What follows belongs to an exercise in optimizing a design on an open flow for small area and a short achievable clock period; a production flow would make more cautious choices.
At most, simulation tests tie the RTL to the original design; equivalence was not proved.
The RTL of run 6 was laid out without a check of its function.
In every run shown here, the design's own scripts or RTL, not TritonCTS, make the clock network.
The clock input has no modelled driver; a real chip could not lean on it and would need a root buffer or a full tree.
Power and IR drop assume default switching activity.

--- design/flow/design.v ---
module stopwatch_01(clk,rst,key_reset,key_start_pasue,key_display_stop,hex0,hex1,hex2,hex3,hex4,hex5,hex6,hex7,led0,led1,led2,led3);
	input		clk,rst,key_reset,key_start_pasue,key_display_stop;
	output [6:0]	hex0,hex1,hex2,hex3,hex4,hex5,hex6,hex7;
	output	led0,led1,led2,led3;
	assign	led3 = 1'b0;
	reg	[1:0]	pre;
	wire	tick = pre[1];
	reg	[5:0]	hold_s, hold_d, hold_r;
	reg	start, freeze, cleared;
	reg	[3:0]	t0, t1, t2, t4, t6, t7;
	reg	[2:0]	t3, t5;
	reg	[3:0]	s0, s1, s2, s4, s6, s7;
	reg	[2:0]	s3, s5;
	wire	at50_s = hold_s[5] & hold_s[2] & hold_s[1] & hold_s[0];
	wire	at50_d = hold_d[5] & hold_d[2] & hold_d[1] & hold_d[0];
	wire	at50_r = hold_r[5] & hold_r[2] & hold_r[1] & hold_r[0];
	wire	push_s = tick & ~key_start_pasue;
	wire	push_d = tick & ~key_display_stop;
	wire	push_r = tick & ~key_reset;
	wire	fire_s = push_s & at50_s;
	wire	fire_d = push_d & at50_d;
	wire	fire_r = push_r & at50_r;
	wire	start_n, freeze_n;
	key_mux	u_ks(key_start_pasue, start, start ^ (tick & at50_s), start_n);
	key_mux	u_kd(key_display_stop, freeze, freeze ^ (tick & at50_d), freeze_n);
	wire	clr = rst | fire_r;
	function [3:0] step10;
		input [3:0] d;
		step10 = {~((~d[3] & d[0]) | (d[1])), (~d[3] & d[2]) | (~d[0]), ~((d[2] & ~d[0]) | (d[1])), (d[3]) | (~d[1] & d[0])};
	endfunction
	function [2:0] step6;
		input [2:0] d;
		step6 = {(d[0]), (~d[2] & ~d[1]) | (d[2] & d[0]), (~d[1])};
	endfunction
	function [3:0] step16;
		input [3:0] d;
		step16 = {(d[3] & ~d[2] & ~d[0]) | (~d[3] & d[0]) | (~d[2] & d[1]), (~d[3] & d[2] & d[1]) | (d[3] & ~d[2]) | (d[3] & ~d[1]), (d[1] & d[0]) | (~d[3] & d[2] & d[1]) | (d[2] & d[0]) | (~d[3] & ~d[2] & ~d[1] & ~d[0]), (~d[3] & d[1]) | (d[2] & d[1] & d[0]) | (~d[3] & d[2] & ~d[0]) | (d[3] & ~d[2] & ~d[1])};
	endfunction
	wire	n0 = (~t0[3] & ~t0[2] & t0[1]);
	wire	n1 = (~t1[3] & ~t1[2] & t1[1]);
	wire	n2 = (~t2[3] & ~t2[2] & t2[1]);
	wire	n3 = (t3[1] & ~t3[0]);
	wire	n4 = (~t4[3] & ~t4[2] & t4[1]);
	wire	n5 = (t5[1] & ~t5[0]);
	wire	n6 = (~t6[3] & ~t6[2] & t6[1]);
	wire	p1 = n0;
	wire	p2 = p1 & n1;
	wire	p3 = p2 & n2;
	wire	p4 = p3 & n3;
	wire	p5 = p4 & n4;
	wire	p6 = p5 & n5;
	wire	p7 = p6 & n6;
	wire	run_released = tick & start;
	wire	run_pressed = tick & (start ^ at50_s);
	wire	p0 = 1'b1;
	wire	c0;
	key_mux	u_c0(key_start_pasue, run_released & p0, run_pressed & p0, c0);
	wire	c1;
	key_mux	u_c1(key_start_pasue, run_released & p1, run_pressed & p1, c1);
	wire	c2;
	key_mux	u_c2(key_start_pasue, run_released & p2, run_pressed & p2, c2);
	wire	c3;
	key_mux	u_c3(key_start_pasue, run_released & p3, run_pressed & p3, c3);
	wire	c4;
	key_mux	u_c4(key_start_pasue, run_released & p4, run_pressed & p4, c4);
	wire	c5;
	key_mux	u_c5(key_start_pasue, run_released & p5, run_pressed & p5, c5);
	wire	c6;
	key_mux	u_c6(key_start_pasue, run_released & p6, run_pressed & p6, c6);
	wire	c7;
	key_mux	u_c7(key_start_pasue, run_released & p7, run_pressed & p7, c7);
	wire	[3:0]	t0_r = c0 ? step10(t0) : t0;
	wire	[3:0]	t1_r = c1 ? step10(t1) : t1;
	wire	[3:0]	t2_r = c2 ? step10(t2) : t2;
	wire	[2:0]	t3_r = c3 ? step6(t3) : t3;
	wire	[3:0]	t4_r = c4 ? step10(t4) : t4;
	wire	[2:0]	t5_r = c5 ? step6(t5) : t5;
	wire	[3:0]	t6_r = c6 ? step10(t6) : t6;
	wire	[3:0]	t7_r = c7 ? step16(t7) : t7;
	wire	[29:0]	t_n = {t7_r, t6_r, t5_r, t4_r, t3_r, t2_r, t1_r, t0_r} & {30{~clr}};
	wire	load = clr | ~freeze_n;
	wire	[29:0]	s_n;
	hold_mux	#(30)	u_hold(t_n, {s7, s6, s5, s4, s3, s2, s1, s0}, load, s_n);
	always @(posedge clk) begin
		pre[0] <= ~rst & ~pre[0] & ~pre[1];
		pre[1] <= ~rst & pre[0];
		hold_s <= rst ? 6'd0 : push_s ? (at50_s ? 6'd0 : {hold_s[4:0], ~(hold_s[5] ^ hold_s[0])}) : hold_s;
		hold_d <= rst ? 6'd0 : push_d ? (at50_d ? 6'd0 : {hold_d[4:0], ~(hold_d[5] ^ hold_d[0])}) : hold_d;
		hold_r <= rst ? 6'd0 : push_r ? (at50_r ? 6'd0 : {hold_r[4:0], ~(hold_r[5] ^ hold_r[0])}) : hold_r;
		start   <= ~rst & start_n;
		freeze  <= ~rst & freeze_n;
		cleared <= ~rst & (cleared | fire_r);
		{t7, t6, t5, t4, t3, t2, t1, t0} <= t_n;
		{s7, s6, s5, s4, s3, s2, s1, s0} <= s_n;
	end
	assign	led0 = start;
	assign	led1 = cleared;
	assign	led2 = freeze;
	dec10	u0(s0, hex0);
	dec10	u1(s1, hex1);
	dec10	u2(s2, hex2);
	dec6	u3(s3, hex3);
	dec10	u4(s4, hex4);
	dec6	u5(s5, hex5);
	dec10	u6(s6, hex6);
	dec16	u7(s7, hex7);
endmodule
module key_mux(k, released, pressed, y);
	input	k, released, pressed;
	output	y;
	assign	y = k ? released : pressed;
endmodule
module hold_mux(a, b, sel, y);
	parameter	W = 1;
	input	[W-1:0]	a, b;
	input		sel;
	output	[W-1:0]	y;
	assign	y = sel ? a : b;
endmodule
module dec10(d, seg);
	input	[3:0]	d;
	output	[6:0]	seg;
	assign	seg[0] = (d[1] & ~d[0]) | (~d[3] & d[2] & ~d[0]);
	assign	seg[1] = (d[3] & ~d[1]);
	assign	seg[2] = (~d[3] & d[2] & ~d[1] & d[0]);
	assign	seg[3] = (~d[3] & d[2] & ~d[0]) | (d[3] & d[1]);
	assign	seg[4] = (d[2] & ~d[0]) | (d[1]);
	assign	seg[5] = (d[3] & d[1]) | (~d[3] & d[2] & d[0]);
	assign	seg[6] = (~d[2] & ~d[0]) | (d[3] & d[1]);
endmodule
module dec6(d, seg);
	input	[2:0]	d;
	output	[6:0]	seg;
	assign	seg[0] = (d[1] & d[0]);
	assign	seg[1] = (d[1] & ~d[0]);
	assign	seg[2] = (d[2] & ~d[1]);
	assign	seg[3] = (d[1] & d[0]);
	assign	seg[4] = ~((~d[1] & ~d[0]));
	assign	seg[5] = (~d[2] & d[0]) | (d[2] & ~d[1]);
	assign	seg[6] = ~((~d[1] & d[0]) | (d[2]));
endmodule
module dec16(d, seg);
	input	[3:0]	d;
	output	[6:0]	seg;
	assign	seg[0] = (d[1]);
	assign	seg[1] = (d[1] & d[0]) | (d[2] & ~d[0]);
	assign	seg[2] = ~((d[2] & ~d[1]) | (~d[2] & ~d[0]) | (~d[3] & ~d[1]));
	assign	seg[3] = (~d[3] & ~d[2] & d[0]) | (d[1]);
	assign	seg[4] = (~d[3] & d[0]) | (d[1]) | (d[3] & d[2]);
	assign	seg[5] = ~((~d[1] & ~d[0]) | (d[3] & ~d[2] & ~d[0]) | (d[3] & d[2] & ~d[1]));
	assign	seg[6] = (d[1] & d[0]) | (~d[3] & ~d[2]) | (d[2] & d[1]);
endmodule
--- design/flow/config.mk ---
export PLATFORM = sky130hd
export DESIGN_NAME = stopwatch_01
export DESIGN_NICKNAME = stopwatch_01
export VERILOG_FILES = /design/flow/design.v
export SDC_FILE = /design/flow/constraint.sdc
export NUM_CORES = 4
export LEC_CHECK = 0
export ABC_AREA = 1
export CAP_MARGIN = 20
export CORE_MARGIN = 2
export CORE_UTILIZATION = 50
export SETUP_SLACK_MARGIN = 2.95
export SLEW_MARGIN = 20
export SYNTH_HIERARCHICAL = 1
export BUFFER_PORTS_ARGS = -buffer_cell sky130_fd_sc_hd__buf_1
export PRE_CTS_TCL = /design/flow/flow/cts_pre.tcl
--- design/flow/constraint.sdc ---
create_clock -name core_clock -period 5.0 [get_ports {clk}]
set_input_delay 1.0000 -clock core_clock [delete_from_list [all_inputs] [get_ports {clk}]]
set_output_delay 1.0000 -clock core_clock [all_outputs]
set_load 0.01 [all_outputs]
--- design/flow/flow/cts_pre.tcl ---
# Runs at the start of ORFS's CTS step (PRE_CTS_TCL). Instead of TritonCTS's
# two-level tree, the clock port drives four clkbuf_16 cells, each driving the
# flip-flops of one quarter of the die (sinks split by x), so every register's
# clock arrives through one buffer with no deliberate skew.
source [file join [file dirname [info script]] clkbuf.tcl]
insert_clock_buffers 4 sky130_fd_sc_hd__clkbuf_16
rename clock_tree_synthesis tritoncts_unused
proc clock_tree_synthesis {args} {
  set_propagated_clock [all_clocks]
}
--- design/flow/flow/run.sh ---
#!/bin/bash
# The standard ORFS layout with two changes:
#  - port buffers are buf_1 cells (BUFFER_PORTS_ARGS),
#  - the clock is buffered by flow/cts_pre.tcl (four clkbuf_16 from the clock
#    port) in place of TritonCTS.
# The make output of the whole flow goes to flow_make.log here; ORFS keeps each
# step's own log under orfs/logs.
set -euo pipefail
here=$(pwd)
cat >> config.mk <<MK
export BUFFER_PORTS_ARGS = -buffer_cell sky130_fd_sc_hd__buf_1
export PRE_CTS_TCL = $here/flow/cts_pre.tcl
MK
bash standard.sh > flow_make.log 2>&1
--- design/flow/standard.sh ---
#!/bin/bash
# synth_recipe.tcl (not shown) runs the flow's synth.tcl, then flattens the netlist and writes it again
# the make line also repeats each setting of config.mk as NAME=value (left out here)
make -C /OpenROAD-flow-scripts/flow DESIGN_CONFIG=/design/flow/config.mk WORK_HOME=/design/flow/orfs CLKGATE_MAP_FILE= SYNTH_SCRIPT=/design/flow/synth_recipe.tcl "${@:-finish}"
--- design/flow/flow/clkbuf.tcl ---
# Clock buffering used in place of TritonCTS: the clock port drives a few
# clock buffers, each driving the flip-flops of one region of the die; the
# regions split the sinks into equal groups, first by x and then by y.
proc clk_split {keyed parts axis} {
  if {$parts <= 1} { return [list $keyed] }
  set keyed [lsort -integer -index $axis $keyed]
  set half [expr {[llength $keyed] / 2}]
  set sub [expr {$parts / 2}]
  set other [expr {1 - $axis}]
  return [concat [clk_split [lrange $keyed 0 [expr {$half - 1}]] $sub $other] \
                 [clk_split [lrange $keyed $half end] $sub $other]]
}

proc insert_clock_buffers {nbuf master_name} {
  set block [ord::get_db_block]
  set db [ord::get_db]
  set clknet [$block findNet clk]
  set master [$db findMaster $master_name]
  set keyed {}
  foreach it [$clknet getITerms] {
    set loc [[$it getInst] getLocation]
    lappend keyed [list [lindex $loc 0] [lindex $loc 1] $it]
  }
  set b 0
  foreach slice [clk_split $keyed $nbuf 0] {
    if {[llength $slice] == 0} continue
    set sx 0; set sy 0
    foreach k $slice { set sx [expr {$sx + [lindex $k 0]}]; set sy [expr {$sy + [lindex $k 1]}] }
    set cx [expr {int($sx / [llength $slice])}]
    set cy [expr {int($sy / [llength $slice])}]
    set inst [odb::dbInst_create $block $master "clkroot_buf_$b"]
    set net [odb::dbNet_create $block "clkroot_net_$b"]
    $net setSigType CLOCK
    foreach k $slice {
      set it [lindex $k 2]
      $it disconnect
      $it connect $net
    }
    [$inst findITerm A] connect $clknet
    [$inst findITerm X] connect $net
    $inst setLocation $cx $cy
    $inst setPlacementStatus PLACED
    incr b
  }
}
==> results.cfg, run 1 <==
[floorplanning]
dieWidth_um = 92.66
core_area_um2 = 7687
overall_die_area_um2 = 8585
die_h_um = 92.66
num_rows = 32
io-pin-count = 65
initial_core_util = 0.5112

[detailed_routing]
route.detailed.vias_per_inst = 4.885
drt-initial-drc-count = 111
wire_per_inst_um = 10.86
detail-route-antenna-nets = 0
num_vias = 3649
detail_route.drc_violations = 0
wl_um = 8110
drt_first_pass_iters = 4

[worst_setup_path]
critical_path.top_delay_family = buffers and inverters
highest_delay_cell_along_the_critical_path = a211oi_2
critical_path.reg2reg.endpoint = s7[3]
path_cells = buf_4 -> inv_1 -> nand2_1 -> nand2_1 -> inv_1 -> nor2_1 -> a211oi_2 -> nand2_1 -> nand2_1
timing.setup.critical_path_class = input port to flip-flop
worst_path_most_repeated_cell = nand2_1
start_kind = input port
worst-r2r-cell-count = 12
required_ps = 5100
setup.reg_to_reg.worst_slack_ps = 3140
timing.critical_path.to_type = flip-flop
arrival_time_at_the_worst_endpoint_ps = 2050
crit_path_max_fanout = 20
reg2reg_from = t2[3]
critPathBufInv = 3
cp_slowest_stage_delay_ps = 270

[sta]
grt_setup_unrepaired = true
count_of_endpoints_failing_setup_in_the_final_report = 0
final.min_clock_period_ps = 1954
final_slew_violations = 0
timing.slew.headroom = 0.6385
timing.fmax_ghz = 0.5117
timing.clock.skew_ps = 4.618
worst_hold_slack_ps = 419.4
setup_tns_ps = 0
final.period_utilization = 0.3909
tightestPinTransition_ps = 540.3
hold_viol = 0

[yosys]
syn-cell-area_um2 = 3930
synthCells = 589
synth_top_area_share = 0.4228
synth.area.top_cells = dfxtp_1 42%, nand2_1 22%, inv_1 6.1%
synth_area_leader_cell = dfxtp_1
yosys_warning_total = 7
synth.distinct_cells = 33
edff_count_synth = 0
post-synth-top-count-cell = nand2_1
post_synth_most_frequent_cells = 228 x nand2_1, 83 x dfxtp_1, 64 x inv_1, 59 x nor2_1, 32 x a21oi_1
synth_ff_type = dfxtp_1
proportion_of_synthesized_chip_area_in_sequential_cells = 0.4228
synth_nets = 594
synth_async_sr_flop_share = 0
synthesis.area_per_instance_um2 = 6.672
synth-seq-cells = 83

[layout]
fin_nets = 652
finish.instance_area_um2 = 4466
antenna_cells = 0
synthToLayoutAreaGrowth_pct = 13.63
layout-drive-gt1-share = 0.08372
finish.utilization = 0.5809

[clock_tree]
clk-insertion-delay-late_ps = 150
postCtsHoldBufs = 0
worst_setup_hold_path_clk_slew_ps = 80

[min_path]
critical_hold_path_startpoint = pre[0]
worst_hold_path.num_cells = 1
worst_min_path_class = flip-flop to flip-flop
hold_path_end = pre[0]

[grt]
globalRoute.busiestLayer = met2
grt_util_met2 = 0.3504
antenna_found_initial = 0
grt_util_all_layers = 0.1869
grt.met1_usage = 0.2470
grt_pass1_wl_um = 13850
grt_pass1_vias = 3236
grt_remaining_overflow = 0
grt_util_met3 = 0.01221
grt_max_degree = 31

[power_and_ir_drop]
swShare = 0.1905
power.static_leakage_nw = 1.987
cell_internal_pwr_mw = 0.8247
comb_power_share = 0.036
net-switching-power_mw = 0.1941
share_clk_of_total_power = 0.301
report.power.total_mw = 1.019
power_density_nw_per_um2 = 228.1
power.share.sequential = 0.662
peak_supply_drop_mv = 0.2360

[job]
cap_viol_max_count = 0

[place]
placedInstanceArea_um2 = 4195
place_congestion = 0.7968
hpwl_um = 5467
buffer_ports.inserted = 63

[status]
status = no timing/DRC/antenna violations
power groups by stage:
stage | sequential (mW) | combinational, mW | clock (mW)
2_1_floorplan | 0.688 | 0.0253 | 0
3_3_place_gp | 0.690 | 0.0315 | 0
3_5_place_dp | 0.690 | 0.0327 | 0
4_1_cts | 0.674 | 0.0357 | 0.316
5_1_grt | 0.676 | 0.0419 | 0.337
6_report | 0.675 | 0.0371 | 0.307
cell families after synthesis:
group           after synthesis  synth area share
compound gates               80            0.1149
xor+xnor                      3          0.006687
buf+inv                      84           0.08978
flops                        83            0.4228
other cells                   1         0.0009542
simple gates                338            0.3649
layer usage:
metal  vias to the layer above  part of all wire
li1                       1966                 -
met1                      1606              0.50
met2                        70              0.46
met3                         7             0.040
met4                         0            0.0096
met5                         -                 0
per-module statistics from Yosys, one instance, submodules excluded, a selection:
module	area, µm²	times used	flops+latches
dec16	85.08	1	0
dec10	56.30	5	0
key_mux	15.01	10	0
stopwatch_01	2937	1	83
dec6	52.55	2	0
worst reg2reg max path, delay by kind of cell, from the launching register on:
kind / cells / cell delay (ps)
and+or+nand+nor: 10 / 1110
DFF: 1 / 360
AOI/OAI and AO/OA: 2 / 300
through the flow:
step	instances	worst slack, ps
final	747	3046
after global routing	747	2886
after CTS	744	2968
after detailed placement	737	1915
after global placement	737	1943
after floorplan	589	3134
state kept, by name (all words and copies together) (netlist names), 3 cells and up:
register and cells:
hold_d 6, hold_r 6, hold_s 6, s0 4, s1 4, s2 4
s4 4, s6 4, s7 4, t0 4, t1 4, t2 4
t4 4, t6 4, t7 4, s3 3, s5 3, t3 3
t5 3
timing repair:
action	CTS	global route
buffers inserted	1	2
setup endpoints to repair	66	39
gates resized for setup	12	23
gates cloned	2	1
pin swaps	1	3
layout by cell type (no fill, tap or decap), drive strengths merged, types with 6 or more instances in the layout:
cell / count
o21ai: 27
nand3: 30
nand2: 233
buf: 64
a21oi: 32
clkbuf: 6
nor3: 8
dfxtp: 83
a211oi: 12
nor2: 63
inv: 67
final cells by class:
cell class                      count  area (µm²)
Inverter                           67       271.5
Timing Repair inverter              1       6.256
Sequential cell                    83        1667
Buffer                              4       100.1
Fill cell                         769        3222
Timing Repair Buffer               66       277.8
Multi-Input combinational cell    424        2016
Tap cell                          102       127.6
how the worst max path moves through the flow:
stage | startpoint | to | cells after the start
2_1_floorplan | key_start_pasue | s2[1] | 8
3_3_place_gp | key_reset | s3[2] | 7
3_5_place_dp | key_reset | s7[3] | 7
4_1_cts | t1[3] | s7[3] | 12
5_1_grt | hold_s[1] | s7[3] | 13
6_report | key_start_pasue | s5[1] | 9
==> run 2, diff against run 1 <==
--- a/design/flow/design.v
+++ b/design/flow/design.v
@@ -34,7 +34,7 @@
 	endfunction
 	function [3:0] step16;
 		input [3:0] d;
-		step16 = {(d[3] & ~d[2] & ~d[0]) | (~d[3] & d[0]) | (~d[2] & d[1]), (~d[3] & d[2] & d[1]) | (d[3] & ~d[2]) | (d[3] & ~d[1]), (d[1] & d[0]) | (~d[3] & d[2] & d[1]) | (d[2] & d[0]) | (~d[3] & ~d[2] & ~d[1] & ~d[0]), (~d[3] & d[1]) | (d[2] & d[1] & d[0]) | (~d[3] & d[2] & ~d[0]) | (d[3] & ~d[2] & ~d[1])};
+		step16 = {(d[3] & ~d[2]) | (~d[3] & d[2] & d[1] & d[0]) | (d[3] & ~d[1]) | (d[3] & ~d[0]), (~d[3] & ~d[2] & ~d[1]) | (~d[2] & d[1] & d[0]) | (d[3] & d[2] & ~d[1]) | (d[2] & d[1] & ~d[0]), (~d[1] & d[0]) | (d[1] & ~d[0]), (~d[0])};
 	endfunction
 	wire	n0 = (~t0[3] & ~t0[2] & t0[1]);
 	wire	n1 = (~t1[3] & ~t1[2] & t1[1]);
@@ -142,11 +142,11 @@
 module dec16(d, seg);
 	input	[3:0]	d;
 	output	[6:0]	seg;
-	assign	seg[0] = (d[1]);
-	assign	seg[1] = (d[1] & d[0]) | (d[2] & ~d[0]);
-	assign	seg[2] = ~((d[2] & ~d[1]) | (~d[2] & ~d[0]) | (~d[3] & ~d[1]));
-	assign	seg[3] = (~d[3] & ~d[2] & d[0]) | (d[1]);
-	assign	seg[4] = (~d[3] & d[0]) | (d[1]) | (d[3] & d[2]);
-	assign	seg[5] = ~((~d[1] & ~d[0]) | (d[3] & ~d[2] & ~d[0]) | (d[3] & d[2] & ~d[1]));
-	assign	seg[6] = (d[1] & d[0]) | (~d[3] & ~d[2]) | (d[2] & d[1]);
+	assign	seg[0] = (d[2] & ~d[1]) | (d[3] & d[1]);
+	assign	seg[1] = (~d[3] & ~d[2] & ~d[1] & d[0]) | (d[2] & d[1] & ~d[0]) | (d[3] & d[1]) | (d[3] & d[2]);
+	assign	seg[2] = ~((~d[3] & d[0]) | (~d[2] & ~d[1]) | (~d[3] & d[2]));
+	assign	seg[3] = (d[2] & ~d[1]) | (d[2] & d[0]) | (d[3] & d[1]);
+	assign	seg[4] = (d[2] & ~d[1]) | (d[3] & d[1]) | (d[0]);
+	assign	seg[5] = ~((~d[2] & ~d[1]) | (~d[3] & d[2] & ~d[0]));
+	assign	seg[6] = (d[2] & d[0]) | (d[3] & d[1]) | (d[3] & d[2]) | (~d[3] & ~d[2] & ~d[1] & ~d[0]);
 endmodule
--- a/design/flow/config.mk
+++ b/design/flow/config.mk
@@ -9,7 +9,7 @@
 export CAP_MARGIN = 20
 export CORE_MARGIN = 2
 export CORE_UTILIZATION = 50
-export SETUP_SLACK_MARGIN = 2.95
+export SETUP_SLACK_MARGIN = 3.0
 export SLEW_MARGIN = 20
 export SYNTH_HIERARCHICAL = 1
 export BUFFER_PORTS_ARGS = -buffer_cell sky130_fd_sc_hd__buf_1
==> run 2 against run 1 <==
Against the previous run: first-iteration DRC count increased by 17%; hold slack got worse by 2.0 ps; die area increased by 0.25%; setup slack got worse by 14 ps; clock power about the same; largest power group unchanged; critical endpoint is now hex7[1]; power increased by 0.21%.
==> results.cfg, run 2 <==
[status]
status = no timing/DRC/antenna violations

[job]
cap_viol_max_count = 0

[sta]
final.period_utilization = 0.3937
count_of_endpoints_failing_setup_in_the_final_report = 0
setup_tns_ps = 0
hold_viol = 0
timing.slew.headroom = 0.6371
timing.fmax_ghz = 0.5079
final.min_clock_period_ps = 1969
final_slew_violations = 0
tightestPinTransition_ps = 542.4
timing.clock.skew_ps = 6.592
worst_hold_slack_ps = 417.4
grt_setup_unrepaired = true

[clock_tree]
clk-insertion-delay-late_ps = 150
postCtsHoldBufs = 0
worst_setup_hold_path_clk_slew_ps = 80

[detailed_routing]
drt_first_pass_iters = 4
num_vias = 3607
detail_route.drc_violations = 0
wire_per_inst_um = 10.99
detail-route-antenna-nets = 0
drt-initial-drc-count = 130
wl_um = 8272
route.detailed.vias_per_inst = 4.790

[layout]
layout-drive-gt1-share = 0.1751
fill_cells = 747
layoutNonFillerInstCount = 753
most_frequent_cells_in_the_layout = 208 x nand2_1, 64 x dfxtp_1, 60 x nor2_1, 56 x inv_1, 51 x buf_1
finish.utilization = 0.6081
final_common_cell = nand2_1
antenna_cells = 0
largest_registers = hold_d (6), hold_r (6), hold_s (6)
finish.instance_area_um2 = 4674
fin_nets = 658
synthToLayoutAreaGrowth_pct = 18.64

[yosys]
post-synth-top-count-cell = nand2_1
synth_area_leader_cell = dfxtp_1
synthesis.area_per_instance_um2 = 6.701
yosys_warning_total = 7
synth_ff_type = dfxtp_1
synth-seq-cells = 83
proportion_of_synthesized_chip_area_in_sequential_cells = 0.4217
synth_nets = 593
post_synth_most_frequent_cells = 226 x nand2_1, 83 x dfxtp_1, 68 x nor2_1, 60 x inv_1, 32 x a21oi_1
edff_count_synth = 0
synth_async_sr_flop_share = 0
synthCells = 588
synth_top_area_share = 0.4217
synth.distinct_cells = 36
syn-cell-area_um2 = 3940
synth.area.top_cells = dfxtp_1 42%, nand2_1 22%, nor2_1 6.5%

[place]
buffer_ports.inserted = 63
place_congestion = 0.7832
placedInstanceArea_um2 = 4204
post-place-cells = 737
hpwl_um = 5508

[worst_setup_path]
arrival_time_at_the_worst_endpoint_ps = 970
crit_path_max_fanout = 5
timing.critical_path.to_type = output pin
required_ps = 4000
start_kind = flip-flop
timing.setup.critical_path_class = flip-flop to output pin

[grt]
grt_pass1_vias = 3093
antenna_found_initial = 0
grt_max_degree = 31
grt_remaining_overflow = 0
grt_pass1_wl_um = 13470
grt_util_all_layers = 0.1807

[min_path]
worst_min_path_class = flip-flop to flip-flop

[floorplanning]
die_h_um = 92.77
core_area_um2 = 7687
initial_core_util = 0.5125
overall_die_area_um2 = 8606
dieWidth_um = 92.77
io-pin-count = 65
num_rows = 32

[power_and_ir_drop]
peak_supply_drop_mv = 0.2104
power.static_leakage_nw = 2.089
power_density_nw_per_um2 = 218.4
run 2: report_power, final:
part	internal, mW	switching [mW]	total, mW
combinational	0.0141	0.0265	0.0406
sequential	0.667	0.00626	0.673
clock	0.145	0.162	0.307
total	0.826	0.195	1.02
run 2: layer usage:
layer / GRT usage / vias to the layer above / share of wire
li1: - / 1959 / -
met1: 0.2553 / 1595 / 0.50
met2: 0.3164 / 53 / 0.47
met3: 0.01383 / 0 / 0.032
met4: 0.01103 / 0 / 0
met5: 0 / - / 0
run 2: what timing repair did:
| action | CTS | global route |
|---|---|---|
| setup endpoints to repair | 71 | 54 |
| pin swaps | 5 | 17 |
| gates resized for setup | 28 | 71 |
| cloned | 1 | 1 |
| setup buffers | 3 | 7 |
run 2: critical path: stages, from the launching register on:
cell and delay [ps]:
dfxtp_2 390, inv_1 90, nand2_1 60, nand2_1 50
nand2_1 60, nand2_1 40, clkbuf_2 120
run 2: path summary, 6_finish.rpt:
| check | startpoint | to | slack (ps) | depth (start not counted) |
|---|---|---|---|---|
| max | s7[3] | hex7[1] | 3030 | 6 |
| min | pre[0] | pre[0] | 420 | 1 |
| max reg2reg | t2[1] | s6[1] | 3070 | 13 |
| min reg2reg | pre[0] | pre[0] | 420 | 1 |
run 2: logic make-up (layout without fill, tap and decap cells):
logic type / Yosys count / count (layout) / share of synthesized area
AO/OA/AOI/OAI: 74 / 74 / 0.1080
XOR/XNOR: 4 / 4 / 0.008893
buffers and inverters: 82 / 143 / 0.08892
flip-flops: 83 / 83 / 0.4217
other: 1 / 1 / 0.0009518
AND/OR/NAND/NOR: 344 / 346 / 0.3715
run 2: layout make-up:
class	count	area, µm²	share of cell area
timing repair buffer	73	357.8	0.07655
tap	102	127.6	0.02730
inverter	66	279.0	0.05969
buffer	4	100.1	0.02141
multi-input combinational	425	2117	0.4529
sequential	83	1693	0.3622
run 2: through the flow:
stage	total power, mW	worst slack (ps)
floorplan	0.7155	3154
global placement	0.7222	1988
detailed placement	0.7229	1926
CTS	1.026	3002
global route	1.064	2865
finish	1.021	3031
run 2: Yosys stat by module (local to each module, per instance), excerpt:
| module | flops+latches | area [µm²] | times used | cells |
|---|---|---|---|---|
| stopwatch_01 | 83 | 2914 | 1 | 333 |
| dec16 | 0 | 117.6 | 1 | 29 |
| dec10 | 0 | 56.30 | 5 | 13 |
| dec6 | 0 | 52.55 | 2 | 12 |
| key_mux | 0 | 15.01 | 10 | 4 |
==> run 3, diff against run 2 <==
--- a/design/flow/config.mk
+++ b/design/flow/config.mk
@@ -9,7 +9,7 @@
 export CAP_MARGIN = 20
 export CORE_MARGIN = 2
 export CORE_UTILIZATION = 50
-export SETUP_SLACK_MARGIN = 3.0
+export SETUP_SLACK_MARGIN = 2.7
 export SLEW_MARGIN = 20
 export SYNTH_HIERARCHICAL = 1
 export BUFFER_PORTS_ARGS = -buffer_cell sky130_fd_sc_hd__buf_1
==> run 3 against run 2 <==
Against the previous run: largest power group unchanged; maximum frequency fell by 8.4%; still clean; clock power barely moved; setup slack got worse by 180 ps; hold slack improved by 2.2 ps; first-iteration DRC count fell by 8.5%; clock skew fell by 2.7 ps; global-route usage fell by 0.81 points; area after synthesis did not move; power fell by 0.73%.
==> results.cfg, run 3 <==
[status]
status = no timing/DRC/antenna violations

[yosys]
post_synth_most_frequent_cells = 226 x nand2_1, 83 x dfxtp_1, 68 x nor2_1, 60 x inv_1, 32 x a21oi_1
synthCells = 588
synth_ff_type = dfxtp_1
synth_top_family_by_area = simple AND/OR/NAND/NOR gates
synth_top_area_share = 0.4217
post-synth-top-count-cell = nand2_1
synth.area.mux_share = 0
edff_count_synth = 0
yosys_warning_total = 7
synth_async_sr_flop_share = 0
synth.area.top_cells = dfxtp_1 42%, nand2_1 22%, nor2_1 6.5%
synthXorXnorAreaFrac = 0.008892
synth_area_leader_cell = dfxtp_1
synth.distinct_cells = 36
synth-seq-cells = 83
post_synth_fa_ha_maj_area_fraction = 0
proportion_of_synthesized_chip_area_in_sequential_cells = 0.4217
post_synth_and_or_nand_nor_area_fraction = 0.3715
share_of_the_synthesized_area_in_compound_gates_ao_oa_aoi_oai = 0.1080
synth_nets = 593
syn-cell-area_um2 = 3940
synthesis.area_per_instance_um2 = 6.701

[place]
placedInstanceArea_um2 = 4204
hpwl_um = 5508
buffer_ports.inserted = 63
place_congestion = 0.7832
place_ws_ps = 1926

[layout]
final_common_cell = nand2_1
synthToLayoutAreaGrowth_pct = 10.45
largest_registers = hold_d (6), hold_r (6), hold_s (6)
fin_nets = 647
most_frequent_cells_in_the_layout = 224 x nand2_1, 81 x dfxtp_1, 66 x nor2_1, 62 x buf_1, 59 x inv_1
finish.instance_area_um2 = 4352
antenna_cells = 0
layout-drive-gt1-share = 0.06406

[worst_setup_path]
destination_of_the_critical_timing_path = s1[3]
timing.critical_path.to_type = flip-flop
timing.critical_path.depth = 8
crit_path_max_fanout = 24
critical_path.top_delay_family = buffers and inverters
highest_delay_cell_along_the_critical_path = buf_1
required_ps = 5050
critical_path.reg2reg.endpoint = s2[1]
cp_slowest_stage_delay_ps = 290
path_cells = buf_1 -> clkinvlp_4 -> nand2_8 -> inv_4 -> nand2_1 -> a21oi_1 -> nand2_1 -> nand2_1
worst_path_most_repeated_cell = nand2_1
setup.reg_to_reg.worst_slack_ps = 2970
reg2reg_from = t1[3]
critPathBufInv = 3
start_point_of_the_critical_path = rst
worst-r2r-cell-count = 13
timing.setup.critical_path_class = input port to flip-flop
arrival_time_at_the_worst_endpoint_ps = 2200
start_kind = input port

[floorplanning]
io-pin-count = 65
overall_die_area_um2 = 8606
num_rows = 32
die_h_um = 92.77
dieWidth_um = 92.77
core_area_um2 = 7687
initial_core_util = 0.5125

[sta]
hold_viol = 0
tightestPinTransition_ps = 584.5
timing.slew.headroom = 0.6089
final.min_clock_period_ps = 2149
grt_setup_unrepaired = false
final_slew_violations = 0
post-route-worst-setup-slack_ps = 2851
final.period_utilization = 0.4298
timing.fmax_ghz = 0.4654
setup_tns_ps = 0
timing.clock.skew_ps = 3.894
count_of_endpoints_failing_setup_in_the_final_report = 0

[power_and_ir_drop]
power.static_leakage_nw = 1.926
report.power.total_mw = 1.013
power_density_nw_per_um2 = 232.9
peak_supply_drop_mv = 0.2115

[detailed_routing]
wl_um = 7443
met2_routed_wl_um = 3270
num_vias = 3502
met1Wirelength_um = 3831
drt-initial-drc-count = 119
detail-route-antenna-nets = 0
route.detailed.vias_per_inst = 4.720
detail_route.drc_violations = 0
wire_per_inst_um = 10.03
routed.top_layer = met4
wl_met3_um = 284
drt_first_pass_iters = 4

[min_path]
worst_min_path_class = flip-flop to flip-flop

[grt]
grt_pass1_vias = 3023
grt_pass1_wl_um = 13030
antenna_found_initial = 0
grt_remaining_overflow = 0
grt_util_all_layers = 0.1726
grt_max_degree = 32

[clock_tree]
clk-insertion-delay-late_ps = 150
worst_setup_hold_path_clk_slew_ps = 80

[job]
cap_viol_max_count = 0
==> run 3: worst min path at each step <==
| stage | from | endpoint | slack, ps | cells after the start |
|---|---|---|---|---|
| 2_1_floorplan | pre[0] | pre[0] | 390 | 1 |
| 3_3_place_gp | pre[0] | pre[0] | 400 | 1 |
| 3_5_place_dp | pre[0] | pre[0] | 400 | 1 |
| 4_1_cts | pre[0] | pre[0] | 420 | 1 |
| 5_1_grt | pre[0] | pre[0] | 470 | 1 |
| 6_report | pre[0] | pre[0] | 420 | 1 |
==> run 3: routing by layer <==
| metal | global-route usage | vias up |
|---|---|---|
| met2 | 0.3007 | 58 |
| met4 | 0.01103 | 0 |
| li1 | - | 1938 |
| met3 | 0.01383 | 4 |
| met1 | 0.2447 | 1502 |
| met5 | 0 | - |
==> run 3: stage by stage <==
| step | util | std cells | hold slack, ps |
|---|---|---|---|
| floorplan | - | 588 | 391.2 |
| global placement | 0.5469 | 737 | 400.6 |
| detailed placement | 0.5469 | 737 | 403.1 |
| CTS | 0.5625 | 742 | 416.2 |
| global route | 0.5661 | 742 | 465.1 |
| finish | 0.5661 | 742 | 419.5 |
==> run 3: per-module statistics from Yosys, one instance, submodules excluded, a selection <==
module        cells  flip-flops and latches  copies in the design
key_mux           4                       0                    10
stopwatch_01    333                      83                     1
dec6             12                       0                     2
dec16            29                       0                     1
dec10            13                       0                     5
==> run 3: cells by family after synthesis <==
kind of cell    count (synthesis)
compound gates                 74
xor+xnor                        4
buf+inv                        82
flops                          83
other cells                     1
simple gates                  344
==> run 3: layout make-up <==
type	count	area, µm²
Fill cell	781	3336
Multi-Input combinational cell	423	1956
Sequential cell	83	1664
Inverter	66	259.0
Timing Repair Buffer	64	245.2
Tap cell	102	127.6
Buffer	4	100.1
==> run 3: what timing repair did <==
| action | in CTS | in global routing |
|---|---|---|
| setup endpoints to repair | 34 | 30 |
| buffers inserted | 1 | 0 |
| pin swaps | 0 | 1 |
| gates resized for setup | 4 | 10 |
| hold buffers | 0 | 0 |
==> run 3: power breakdown <==
group          switching [mW]  internal, mW  total (mW)
combinational          0.0234        0.0102      0.0336
clock                   0.160         0.145       0.305
sequential            0.00620         0.668       0.674
==> run 4, diff against run 3 <==
--- a/design/flow/config.mk
+++ b/design/flow/config.mk
@@ -9,7 +9,7 @@
 export CAP_MARGIN = 20
 export CORE_MARGIN = 2
 export CORE_UTILIZATION = 50
-export SETUP_SLACK_MARGIN = 2.7
+export SETUP_SLACK_MARGIN = 2.8
 export SLEW_MARGIN = 20
 export SYNTH_HIERARCHICAL = 1
 export BUFFER_PORTS_ARGS = -buffer_cell sky130_fd_sc_hd__buf_1
==> run 4 against run 3 <==
Against the previous run: power about the same; critical path depth up 1; synthesized cell count unchanged; final cell count up 0.27%; clock skew about the same; register-to-register slack better by 60 ps; area after synthesis unchanged; utilization up 0.46 points; die area unchanged; hold slack worse by 2.7 ps; critical path type unchanged; largest cell class unchanged; highest routed layer unchanged.
==> results.cfg, run 4 <==
[worst_setup_path]
crit_path_max_fanout = 24
timing.critical_path.to_type = flip-flop
path_cells = buf_1 -> nor2_8 -> nand2_4 -> nand2_8 -> inv_6 -> nand2_1 -> a21oi_1 -> nand2_1 -> nand2_1
critPathBufInv = 2
required_ps = 5100
highest_delay_cell_along_the_critical_path = buf_1
timing.setup.critical_path_class = input port to flip-flop
cp_slowest_stage_delay_ps = 190
arrival_time_at_the_worst_endpoint_ps = 2190
worst_path_most_repeated_cell = nand2_1
start_kind = input port
critical_path.top_delay_family = simple AND/OR/NAND/NOR gates

[grt]
antenna_found_initial = 0
grt_max_degree = 32
grt_util_all_layers = 0.1735
grt_remaining_overflow = 0
grt_pass1_vias = 3024
grt_pass1_wl_um = 13060

[floorplanning]
initial_core_util = 0.5125
num_rows = 32
dieWidth_um = 92.77
io-pin-count = 65
core_area_um2 = 7687
overall_die_area_um2 = 8606
die_h_um = 92.77

[yosys]
post_synth_most_frequent_cells = 226 x nand2_1, 83 x dfxtp_1, 68 x nor2_1, 60 x inv_1, 32 x a21oi_1
synthCells = 588
syn-cell-area_um2 = 3940
synth_async_sr_flop_share = 0
synth_ff_type = dfxtp_1
synth_nets = 593
post-synth-top-count-cell = nand2_1
synth.area.top_cells = dfxtp_1 42%, nand2_1 22%, nor2_1 6.5%
synthesis.area_per_instance_um2 = 6.701
synth_area_leader_cell = dfxtp_1
edff_count_synth = 0
synth.distinct_cells = 36
proportion_of_synthesized_chip_area_in_sequential_cells = 0.4217
synth_top_area_share = 0.4217
synth-seq-cells = 83
yosys_warning_total = 7

[sta]
hold_viol = 0
final.period_utilization = 0.4182
timing.fmax_ghz = 0.4783
count_of_endpoints_failing_setup_in_the_final_report = 0
final.min_clock_period_ps = 2091
tightestPinTransition_ps = 561.0
setup_tns_ps = 0
final_slew_violations = 0
grt_setup_unrepaired = true
timing.clock.skew_ps = 3.849
timing.slew.headroom = 0.6246

[job]
cap_viol_max_count = 0

[detailed_routing]
detail-route-antenna-nets = 0
wl_um = 7745
drt_first_pass_iters = 4
drt-initial-drc-count = 159
wire_per_inst_um = 10.41
route.detailed.vias_per_inst = 4.765
num_vias = 3545
detail_route.drc_violations = 0

[place]
buffer_ports.inserted = 63
hpwl_um = 5508
place_congestion = 0.7832
placedInstanceArea_um2 = 4204

[clock_tree]
postCtsHoldBufs = 0
clk-insertion-delay-late_ps = 140
worst_setup_hold_path_clk_slew_ps = 80

[layout]
multi_input_comb_area_um2 = 1972
antenna_cells = 0
layout-drive-gt1-share = 0.07944
storage_cell_area_um2 = 1667
fill_cells = 776
synthToLayoutAreaGrowth_pct = 11.34
fin_nets = 649
most_frequent_cells_in_the_layout = 223 x nand2_1, 79 x dfxtp_1, 63 x nor2_1, 61 x buf_1, 58 x inv_1
final_common_cell = nand2_1
largest_registers = hold_d (6), hold_r (6), hold_s (6)
finish.instance_area_um2 = 4387

[power_and_ir_drop]
cell_internal_pwr_mw = 0.8242
comb_power_share = 0.034
power.static_leakage_nw = 1.936
swShare = 0.1865
net-switching-power_mw = 0.1890
power_density_nw_per_um2 = 231.0
power.share.sequential = 0.666
share_clk_of_total_power = 0.300
peak_supply_drop_mv = 0.2113

[min_path]
worst_min_path_class = flip-flop to flip-flop

[status]
status = no timing/DRC/antenna violations
run 4: cell types whose count changed in the layout (fill, tap and decap cells not counted), moves of 2 or more:
| cell | change |
|---|---|
| nor2_1 | -3 |
| nor2_2 | +3 |
| dfxtp_1 | -2 |
| dfxtp_2 | +2 |
| nand2_2 | +2 |
run 4: final cells by class:
class,count,share of cell area
Sequential cell,83,0.3799
Buffer,4,0.02282
Tap cell,102,0.02909
Timing Repair Buffer,65,0.05847
Multi-Input combinational cell,424,0.4495
Inverter,66,0.06018
run 4: cells by family after synthesis:
logic type | count (synthesis) | share of synthesized area
simple gates | 344 | 0.3715
flops | 83 | 0.4217
buf+inv | 82 | 0.08892
compound gates | 74 | 0.1080
xor+xnor | 4 | 0.008893
other cells | 1 | 0.0009518
run 4: path summary, 6_finish.rpt:
check | endpoint | slack, ps | start | cells past startpoint
setup / recovery | s1[3] | 2910 | key_reset | 9
hold / removal | pre[0] | 420 | pre[0] | 1
setup reg to reg | s7[2] | 3030 | t0[3] | 15
hold reg to reg | pre[0] | 420 | pre[0] | 1
run 4: metrics by stage:
step                power (mW)  utilization  hold slack, ps  instances  setup slack, ps
detailed placement      0.7229       0.5469           403.1        737             1926
floorplan               0.7155            -           391.2        588             3154
CTS                      1.025       0.5628           416.2        742             2833
global placement        0.7222       0.5469           400.6        737             1988
finish                   1.013       0.5706           416.9        744             2909
global route             1.057       0.5706           465.1        744             2746
run 4: repair_timing:
action	CTS	global route
resized for setup	5	19
setup endpoints to repair	46	33
buffers inserted	1	1
gates cloned	0	1
pin swaps	0	3
run 4: metal layers:
metal	share of wire	vias up	global-route usage
met1	0.50	1533	0.2477
li1	-	1947	-
met5	0	-	0
met2	0.44	59	0.3001
met4	0.010	0	0.01103
met3	0.044	6	0.01383
run 4: power groups by stage:
stage | Combinational (mW) | Clock, mW | Sequential [mW]
after floorplan | 0.0270 | 0 | 0.688
after global placement | 0.0325 | 0 | 0.690
after detailed placement | 0.0333 | 0 | 0.690
after CTS | 0.0344 | 0.316 | 0.674
after global routing | 0.0396 | 0.342 | 0.676
final | 0.0343 | 0.304 | 0.674
run 4: Yosys stat by module (local to each module, per instance), a selection:
module        area (µm²)  cells  copies in the design  flip-flops and latches
dec16              117.6     29                     1                       0
key_mux            15.01      4                    10                       0
dec6               52.55     12                     2                       0
stopwatch_01        2914    333                     1                      83
dec10              56.30     13                     5                       0
==> run 5, diff against run 4 <==
--- a/design/flow/config.mk
+++ b/design/flow/config.mk
@@ -9,7 +9,7 @@
 export CAP_MARGIN = 20
 export CORE_MARGIN = 2
 export CORE_UTILIZATION = 50
-export SETUP_SLACK_MARGIN = 2.8
+export SETUP_SLACK_MARGIN = 2.9
 export SLEW_MARGIN = 20
 export SYNTH_HIERARCHICAL = 1
 export BUFFER_PORTS_ARGS = -buffer_cell sky130_fd_sc_hd__buf_1
==> run 5 against run 4 <==
Against the previous run: setup slack better by 93 ps; via count rose by 1.4%; critical path depth shrank 4; maximum frequency grew 4.6%; final area rose by 2.1%; final cell count rose by 0.54%; power about the same; hold slack improved by 2.8 ps; wire length rose by 0.76%; largest power group unchanged.
==> results.cfg, run 5 <==
[detailed_routing]
detail_route.drc_violations = 0
drt_first_pass_iters = 4
detail-route-antenna-nets = 0
wire_per_inst_um = 10.43
drt-initial-drc-count = 130
num_vias = 3593
route.detailed.vias_per_inst = 4.803
wl_um = 7804

[yosys]
synth-seq-cells = 83
synthesis.area_per_instance_um2 = 6.701
syn-cell-area_um2 = 3940
proportion_of_synthesized_chip_area_in_sequential_cells = 0.4217
post-synth-top-count-cell = nand2_1
synth_async_sr_flop_share = 0
edff_count_synth = 0
synth_top_area_share = 0.4217
yosys_warning_total = 7
synth_area_leader_cell = dfxtp_1
synth.distinct_cells = 36
synth_nets = 593
post_synth_most_frequent_cells = 226 x nand2_1, 83 x dfxtp_1, 68 x nor2_1, 60 x inv_1, 32 x a21oi_1
synthCells = 588
synth_ff_type = dfxtp_1
synth.area.top_cells = dfxtp_1 42%, nand2_1 22%, nor2_1 6.5%

[sta]
setup_tns_ps = 0
timing.slew.headroom = 0.6090
worst_hold_slack_ps = 419.6
grt_setup_unrepaired = true
timing.fmax_ghz = 0.5005
count_of_endpoints_failing_setup_in_the_final_report = 0
tightestPinTransition_ps = 584.4
final_slew_violations = 0
final.min_clock_period_ps = 1998
final.period_utilization = 0.3996
hold_viol = 0
timing.clock.skew_ps = 3.630

[power_and_ir_drop]
share_clk_of_total_power = 0.301
comb_power_share = 0.035
report.power.total_mw = 1.014
peak_supply_drop_mv = 0.2121
cell_internal_pwr_mw = 0.8240
power.static_leakage_nw = 1.976
power.share.sequential = 0.665
net-switching-power_mw = 0.1901
power_density_nw_per_um2 = 226.5
swShare = 0.1875

[worst_setup_path]
timing.setup.critical_path_class = flip-flop to output pin
setup.reg_to_reg.worst_slack_ps = 3060
required_ps = 4000
arrival_time_at_the_worst_endpoint_ps = 1000
timing.critical_path.to_type = output pin
crit_path_max_fanout = 7
worst_path_most_repeated_cell = nand2_1
path_cells = inv_2 -> nand2_1 -> nand2_1 -> o21ai_0 -> clkbuf_2
highest_delay_cell_along_the_critical_path = dfxtp_2
cp_slowest_stage_delay_ps = 400
start_kind = flip-flop

[grt]
grt_max_degree = 32
grt_remaining_overflow = 0
grt_util_all_layers = 0.1733
antenna_found_initial = 0
grt_pass1_wl_um = 13040
grt_pass1_vias = 3022

[layout]
layout-drive-gt1-share = 0.1053
layoutNonFillerInstCount = 748
largest_registers = hold_d (6), hold_r (6), hold_s (6)
synthToLayoutAreaGrowth_pct = 13.66
final_common_cell = nand2_1
antenna_cells = 0
finish.instance_area_um2 = 4478
most_frequent_cells_in_the_layout = 217 x nand2_1, 77 x dfxtp_1, 63 x nor2_1, 59 x buf_1, 58 x inv_1
fin_nets = 653
fill_cells = 767

[floorplanning]
num_rows = 32
io-pin-count = 65
overall_die_area_um2 = 8606
die_h_um = 92.77
initial_core_util = 0.5125
core_area_um2 = 7687
dieWidth_um = 92.77

[place]
place_congestion = 0.7832
placedInstanceArea_um2 = 4204
post-place-cells = 737
hpwl_um = 5508
buffer_ports.inserted = 63

[clock_tree]
worst_setup_hold_path_clk_slew_ps = 80
clk-insertion-delay-late_ps = 150
postCtsHoldBufs = 0

[status]
status = no timing/DRC/antenna violations

[min_path]
worst_min_path_class = flip-flop to flip-flop

[job]
cap_viol_max_count = 0
==> run 5: logic make-up (layout without fill, tap and decap cells) <==
kind of cell	after synthesis	in the layout	share of synthesized area
other	1	1	0.0009518
AND/OR/NAND/NOR	344	345	0.3715
flip-flops	83	83	0.4217
XOR/XNOR	4	4	0.008893
buffers and inverters	82	139	0.08892
AO/OA/AOI/OAI	74	74	0.1080
==> run 5: worst paths after layout <==
| path | startpoint | cells after the start | end |
|---|---|---|---|
| max | s7[2] | 5 | hex7[2] |
| max reg2reg | t2[3] | 14 | s7[3] |
| min reg2reg | pre[0] | 1 | pre[0] |
| min | pre[0] | 1 | pre[0] |
==> run 5: critical path: cells and delay by family (launching register included) <==
| family | cells | cell delay [ps] |
|---|---|---|
| compound gates | 1 | 80 |
| buf+inv | 2 | 210 |
| simple gates | 2 | 170 |
| flops | 1 | 400 |
==> run 5: per-module statistics from Yosys (local to each module, per instance), excerpt <==
module | flops+latches | cells inside
dec10 | 0 | 13
dec16 | 0 | 29
dec6 | 0 | 12
key_mux | 0 | 4
stopwatch_01 | 83 | 333
==> run 5: routing by layer <==
layer / vias to the layer above / global-route usage / share of wire
li1: 1957 / - / -
met1: 1572 / 0.2472 / 0.51
met2: 60 / 0.3001 / 0.44
met3: 4 / 0.01383 / 0.041
met4: 0 / 0.01103 / 0.0073
met5: - / 0 / 0
==> run 5: stage by stage <==
stage            util  worst slack (ps)
2_1_floorplan       -              3154
3_3_place_gp   0.5469              1988
3_5_place_dp   0.5469              1926
4_1_cts        0.5651              2906
5_1_grt        0.5825              2795
6_report       0.5825              3002
==> run 5: final cells by class <==
type                       count  area, µm²  share of cell area
sequential                    83       1672              0.3733
timing repair buffer          69      301.5             0.06734
inverter                      66      266.5             0.05951
multi-input combinational    424       2011              0.4490
buffer                         4      100.1             0.02235
tap                          102      127.6             0.02850
==> run 5: repair_timing <==
item	CTS	global route
buffers inserted	1	5
setup endpoints to repair	67	40
gates resized for setup	11	30
cloned	0	1
pin swaps	0	6
==> run 5: power by group through the flow <==
stage	clock [mW]	sequential (mW)	combinational, mW
after floorplan	0	0.688	0.0270
after global placement	0	0.690	0.0325
after detailed placement	0	0.690	0.0333
after CTS	0.316	0.674	0.0350
after global routing	0.342	0.675	0.0404
final	0.305	0.674	0.0350
==> run 6, diff against run 5 <==
--- a/design/flow/design.v
+++ b/design/flow/design.v
@@ -26,7 +26,7 @@
 	wire	clr = rst | fire_r;
 	function [3:0] step10;
 		input [3:0] d;
-		step10 = {~((~d[3] & d[0]) | (d[1])), (~d[3] & d[2]) | (~d[0]), ~((d[2] & ~d[0]) | (d[1])), (d[3]) | (~d[1] & d[0])};
+		step10 = {(~d[3] & d[2]) | (d[3] & ~d[2]), ~((d[2] & ~d[1] & ~d[0]) | (~d[2] & d[0])), (d[3] & ~d[2]) | (d[2] & ~d[1]) | (d[3] & d[0]), (~d[2] & d[1] & d[0]) | (d[2] & ~d[1] & d[0]) | (d[3] & d[2])};
 	endfunction
 	function [2:0] step6;
 		input [2:0] d;
@@ -34,15 +34,15 @@
 	endfunction
 	function [3:0] step16;
 		input [3:0] d;
-		step16 = {(d[3] & ~d[2]) | (~d[3] & d[2] & d[1] & d[0]) | (d[3] & ~d[1]) | (d[3] & ~d[0]), (~d[3] & ~d[2] & ~d[1]) | (~d[2] & d[1] & d[0]) | (d[3] & d[2] & ~d[1]) | (d[2] & d[1] & ~d[0]), (~d[1] & d[0]) | (d[1] & ~d[0]), (~d[0])};
+		step16 = {(d[3] & ~d[2] & ~d[0]) | (~d[3] & d[0]) | (~d[2] & d[1]), (~d[3] & d[2] & d[1]) | (d[3] & ~d[2]) | (d[3] & ~d[1]), (d[1] & d[0]) | (~d[3] & d[2] & d[1]) | (d[2] & d[0]) | (~d[3] & ~d[2] & ~d[1] & ~d[0]), (~d[3] & d[1]) | (d[2] & d[1] & d[0]) | (~d[3] & d[2] & ~d[0]) | (d[3] & ~d[2] & ~d[1])};
 	endfunction
-	wire	n0 = (~t0[3] & ~t0[2] & t0[1]);
-	wire	n1 = (~t1[3] & ~t1[2] & t1[1]);
-	wire	n2 = (~t2[3] & ~t2[2] & t2[1]);
+	wire	n0 = (~t0[2] & ~t0[1] & t0[0]);
+	wire	n1 = (~t1[2] & ~t1[1] & t1[0]);
+	wire	n2 = (~t2[2] & ~t2[1] & t2[0]);
 	wire	n3 = (t3[1] & ~t3[0]);
-	wire	n4 = (~t4[3] & ~t4[2] & t4[1]);
+	wire	n4 = (~t4[2] & ~t4[1] & t4[0]);
 	wire	n5 = (t5[1] & ~t5[0]);
-	wire	n6 = (~t6[3] & ~t6[2] & t6[1]);
+	wire	n6 = (~t6[2] & ~t6[1] & t6[0]);
 	wire	p1 = n0;
 	wire	p2 = p1 & n1;
 	wire	p3 = p2 & n2;
@@ -120,13 +120,13 @@
 module dec10(d, seg);
 	input	[3:0]	d;
 	output	[6:0]	seg;
-	assign	seg[0] = (d[1] & ~d[0]) | (~d[3] & d[2] & ~d[0]);
-	assign	seg[1] = (d[3] & ~d[1]);
-	assign	seg[2] = (~d[3] & d[2] & ~d[1] & d[0]);
-	assign	seg[3] = (~d[3] & d[2] & ~d[0]) | (d[3] & d[1]);
-	assign	seg[4] = (d[2] & ~d[0]) | (d[1]);
-	assign	seg[5] = (d[3] & d[1]) | (~d[3] & d[2] & d[0]);
-	assign	seg[6] = (~d[2] & ~d[0]) | (d[3] & d[1]);
+	assign	seg[0] = (~d[3] & d[2] & ~d[1]);
+	assign	seg[1] = (d[2] & d[1] & d[0]);
+	assign	seg[2] = (d[3] & ~d[2]);
+	assign	seg[3] = (d[2] & ~d[1]);
+	assign	seg[4] = ~((~d[2] & ~d[0]) | (~d[3] & d[1]));
+	assign	seg[5] = ~((d[0]) | (~d[3] & ~d[2]));
+	assign	seg[6] = (~d[1] & ~d[0]);
 endmodule
 module dec6(d, seg);
 	input	[2:0]	d;
@@ -142,11 +142,11 @@
 module dec16(d, seg);
 	input	[3:0]	d;
 	output	[6:0]	seg;
-	assign	seg[0] = (d[2] & ~d[1]) | (d[3] & d[1]);
-	assign	seg[1] = (~d[3] & ~d[2] & ~d[1] & d[0]) | (d[2] & d[1] & ~d[0]) | (d[3] & d[1]) | (d[3] & d[2]);
-	assign	seg[2] = ~((~d[3] & d[0]) | (~d[2] & ~d[1]) | (~d[3] & d[2]));
-	assign	seg[3] = (d[2] & ~d[1]) | (d[2] & d[0]) | (d[3] & d[1]);
-	assign	seg[4] = (d[2] & ~d[1]) | (d[3] & d[1]) | (d[0]);
-	assign	seg[5] = ~((~d[2] & ~d[1]) | (~d[3] & d[2] & ~d[0]));
-	assign	seg[6] = (d[2] & d[0]) | (d[3] & d[1]) | (d[3] & d[2]) | (~d[3] & ~d[2] & ~d[1] & ~d[0]);
+	assign	seg[0] = (d[1]);
+	assign	seg[1] = (d[1] & d[0]) | (d[2] & ~d[0]);
+	assign	seg[2] = ~((d[2] & ~d[1]) | (~d[2] & ~d[0]) | (~d[3] & ~d[1]));
+	assign	seg[3] = (~d[3] & ~d[2] & d[0]) | (d[1]);
+	assign	seg[4] = (~d[3] & d[0]) | (d[1]) | (d[3] & d[2]);
+	assign	seg[5] = ~((~d[1] & ~d[0]) | (d[3] & ~d[2] & ~d[0]) | (d[3] & d[2] & ~d[1]));
+	assign	seg[6] = (d[1] & d[0]) | (~d[3] & ~d[2]) | (d[2] & d[1]);
 endmodule
--- a/design/flow/config.mk
+++ b/design/flow/config.mk
@@ -9,7 +9,7 @@
 export CAP_MARGIN = 20
 export CORE_MARGIN = 2
 export CORE_UTILIZATION = 50
-export SETUP_SLACK_MARGIN = 2.9
+export SETUP_SLACK_MARGIN = 2.95
 export SLEW_MARGIN = 20
 export SYNTH_HIERARCHICAL = 1
 export BUFFER_PORTS_ARGS = -buffer_cell sky130_fd_sc_hd__buf_1
==> run 6 against run 5 <==
Against the previous run: still clean; maximum frequency up 2.6%; global-route usage grew 1.9 points; clock power rose by 2%; hold slack got worse by 1.1 ps; combinational power decreased by 4%; critical path type is now input port to flip-flop.
==> results.cfg, run 6 <==
[status]
status = no timing/DRC/antenna violations

[detailed_routing]
num_vias = 3778
route.detailed.vias_per_inst = 4.844
detail_route.drc_violations = 0
detail-route-antenna-nets = 0
wire_per_inst_um = 10.78
drt-initial-drc-count = 163
drt_first_pass_iters = 4
wl_um = 8412

[grt]
antenna_found_initial = 0
grt.met1_usage = 0.2382
grt_util_met2 = 0.3774
grt_max_degree = 35
grt_pass1_vias = 3499
grt_remaining_overflow = 0
globalRoute.busiestLayer = met2
grt_util_all_layers = 0.1926
grt_pass1_wl_um = 14630
grt_util_met3 = 0.008828

[power_and_ir_drop]
power.static_leakage_nw = 2.019
power_density_nw_per_um2 = 221.5
report.power.total_mw = 1.018
peak_supply_drop_mv = 0.2186

[yosys]
syn-cell-area_um2 = 4063
yosys_warning_total = 7
synth_nets = 630
synth-seq-cells = 83
synth_top_area_share = 0.4090
synth.distinct_cells = 33
synth_async_sr_flop_share = 0
post_synth_most_frequent_cells = 185 x nand2_1, 122 x nor2_1, 83 x dfxtp_1, 81 x inv_1, 28 x a21oi_1
synthesis.area_per_instance_um2 = 6.553
post-synth-top-count-cell = nand2_1
proportion_of_synthesized_chip_area_in_sequential_cells = 0.4090
edff_count_synth = 0
synth_area_leader_cell = dfxtp_1
synth.area.top_cells = dfxtp_1 41%, nand2_1 17%, nor2_1 11%
synthCells = 620
synth_ff_type = dfxtp_1

[worst_setup_path]
timing.critical_path.to_type = flip-flop
reg2reg_from = hold_s[2]
arrival_time_at_the_worst_endpoint_ps = 2000
critical_path.reg2reg.endpoint = s4[2]
worst-r2r-cell-count = 15
destination_of_the_critical_timing_path = s2[1]
start_point_of_the_critical_path = rst
crit_path_max_fanout = 17
required_ps = 5050
setup.reg_to_reg.worst_slack_ps = 3130
timing.setup.critical_path_class = input port to flip-flop
start_kind = input port

[floorplanning]
core_area_um2 = 7807
dieWidth_um = 94.14
die_h_um = 94.14
num_rows = 32
overall_die_area_um2 = 8862
io-pin-count = 65
initial_core_util = 0.5204

[layout]
synthToLayoutAreaGrowth_pct = 13.15
antenna_cells = 0
layout-drive-gt1-share = 0.07670
most_frequent_cells_in_the_layout = 179 x nand2_1, 118 x nor2_1, 80 x inv_1, 77 x dfxtp_1, 61 x buf_1
largest_registers = hold_d (6), hold_r (6), hold_s (6)
fin_nets = 690
finish.instance_area_um2 = 4597
final_common_cell = nand2_1

[place]
place_ws_ps = 1865
placedInstanceArea_um2 = 4319
place_congestion = 0.7772
hpwl_um = 5771
buffer_ports.inserted = 63

[sta]
final.period_utilization = 0.3895
tightestPinTransition_ps = 545.6
timing.fmax_ghz = 0.5135
post-route-worst-setup-slack_ps = 3053
hold_viol = 0
count_of_endpoints_failing_setup_in_the_final_report = 0
timing.slew.headroom = 0.6349
timing.clock.skew_ps = 5.383
final_slew_violations = 0
worst_hold_slack_ps = 418.6
final.min_clock_period_ps = 1947
setup_tns_ps = 0
grt_setup_unrepaired = true

[job]
cap_viol_max_count = 0

[min_path]
worst_min_path_class = flip-flop to flip-flop

[clock_tree]
clk-insertion-delay-late_ps = 150
worst_setup_hold_path_clk_slew_ps = 80
postCtsHoldBufs = 0
run 6: cell types whose count changed after synthesis, moves of 5 or more:
| cell | before | now |
|---|---|---|
| a21o_1 | 5 | 0 |
| inv_1 | 60 | 81 |
| ha_1 | 0 | 5 |
| nand2_1 | 226 | 185 |
| nand3_2 | 9 | 0 |
| nor3_2 | 1 | 6 |
| nand3_1 | 19 | 14 |
| nor2_1 | 68 | 122 |
| o22ai_1 | 0 | 7 |
run 6: critical path: stages:
cell and delay (ps):
buf_2 200, clkinvlp_4 200, buf_4 180, nand2_4 190, nor2_1 100, nand2_1 80, nand2_1 50
run 6: per-module statistics from Yosys, one instance, submodules excluded, excerpt:
| module | cells | times used | cell area (µm²) |
|---|---|---|---|
| stopwatch_01 | 369 | 1 | 3057 |
| key_mux | 4 | 10 | 15.01 |
| dec6 | 12 | 2 | 52.55 |
| dec10 | 14 | 5 | 58.81 |
| dec16 | 20 | 1 | 85.08 |
run 6: cell type report:
cell class	instances	area [µm²]
inverters	85	330.3
flip-flops and latches	83	1669
multi-input cells	438	2062
repair buffers	68	307.8
well taps	102	127.6
plain buffers	4	100.1
fillers	756	3211
run 6: repair_timing:
| item | CTS | global route |
|---|---|---|
| pin swaps | 1 | 5 |
| cloned | 1 | 1 |
| setup buffers | 3 | 2 |
| endpoints found under the setup margin | 66 | 32 |
| gates resized for setup | 11 | 22 |
run 6: how the worst min path moves through the flow:
stage | endpoint | depth (start not counted) | slack [ps] | startpoint
finish | pre[0] | 1 | 420 | pre[0]
global route | pre[0] | 1 | 460 | pre[0]
CTS | pre[0] | 1 | 420 | pre[0]
detailed placement | pre[0] | 1 | 410 | pre[0]
global placement | pre[0] | 1 | 400 | pre[0]
floorplan | pre[0] | 1 | 390 | pre[0]
run 6: through the flow:
step | instances | util
after global placement | 769 | 0.5532
final | 780 | 0.5888
after detailed placement | 769 | 0.5532
after CTS | 777 | 0.5774
after global routing | 780 | 0.5888
after floorplan | 620 | -
run 6: power breakdown:
| group | switching, mW | internal [mW] |
|---|---|---|
| clock | 0.164 | 0.146 |
| combinational | 0.0225 | 0.0112 |
| sequential | 0.00599 | 0.668 |
run 6: metal layers:
layer / share of wire / up-vias
li1: - / 2045
met1: 0.47 / 1683
met2: 0.50 / 43
met3: 0.022 / 7
met4: 0.012 / 0
met5: 0 / -
run 6: logic make-up (layout without fill, tap and decap cells):
family | Yosys count | after routing | share of synthesized area
xor gates and xnor gates | 3 | 3 | 0.006469
other | 1 | 1 | 0.0009230
and+or+nand+nor | 349 | 351 | 0.3545
adders and majority gates | 5 | 5 | 0.01540
AOI/OAI and AO/OA | 78 | 78 | 0.1087
buffers and inverters | 101 | 157 | 0.1050
DFF | 83 | 83 | 0.4090

-- separate check: timing with driven ports --
How much do the figures lean on ideal ports? The routed layouts below were timed once more, with nothing changed but the port constraints. Step 1 (the two cells are an assumption about what drives the block):
set clk [get_ports {clk}]
set_driving_cell -lib_cell sky130_fd_sc_hd__clkbuf_16 $clk
set_driving_cell -lib_cell sky130_fd_sc_hd__buf_2 [delete_from_list [all_inputs] $clk]
Step 2 moves the port delays by t, midway between the first and last clock arrival at a register: inputs arrive t later, outputs are due t later. That takes back most of the time a late clock gives input paths. a / b / c = no drivers / after step 1 / after step 2; a / b = the first two.
| run | t, ns | setup WS [ns] | pins driven straight from the clock port |
|---|---|---|---|
| run 1 | 0.223 | 3.046 / 2.976 / 2.877 | 4 |
| run 2 | 0.222 | 3.031 / 2.957 / 2.901 | 4 |
| run 3 | 0.222 | 2.851 / 2.834 / 2.682 | 4 |
| run 4 | 0.221 | 2.909 / 2.833 / 2.742 | 4 |
| run 5 | 0.221 | 3.002 / 2.925 / 2.880 | 4 |
| run 6 | 0.228 | 3.053 / 2.991 / 2.882 | 4 |
After both steps setup and hold are still met in every run listed. For run 6, which loses most, drivers alone change the setup slack by -0.062 ns; drivers and shift together by -0.171 ns.
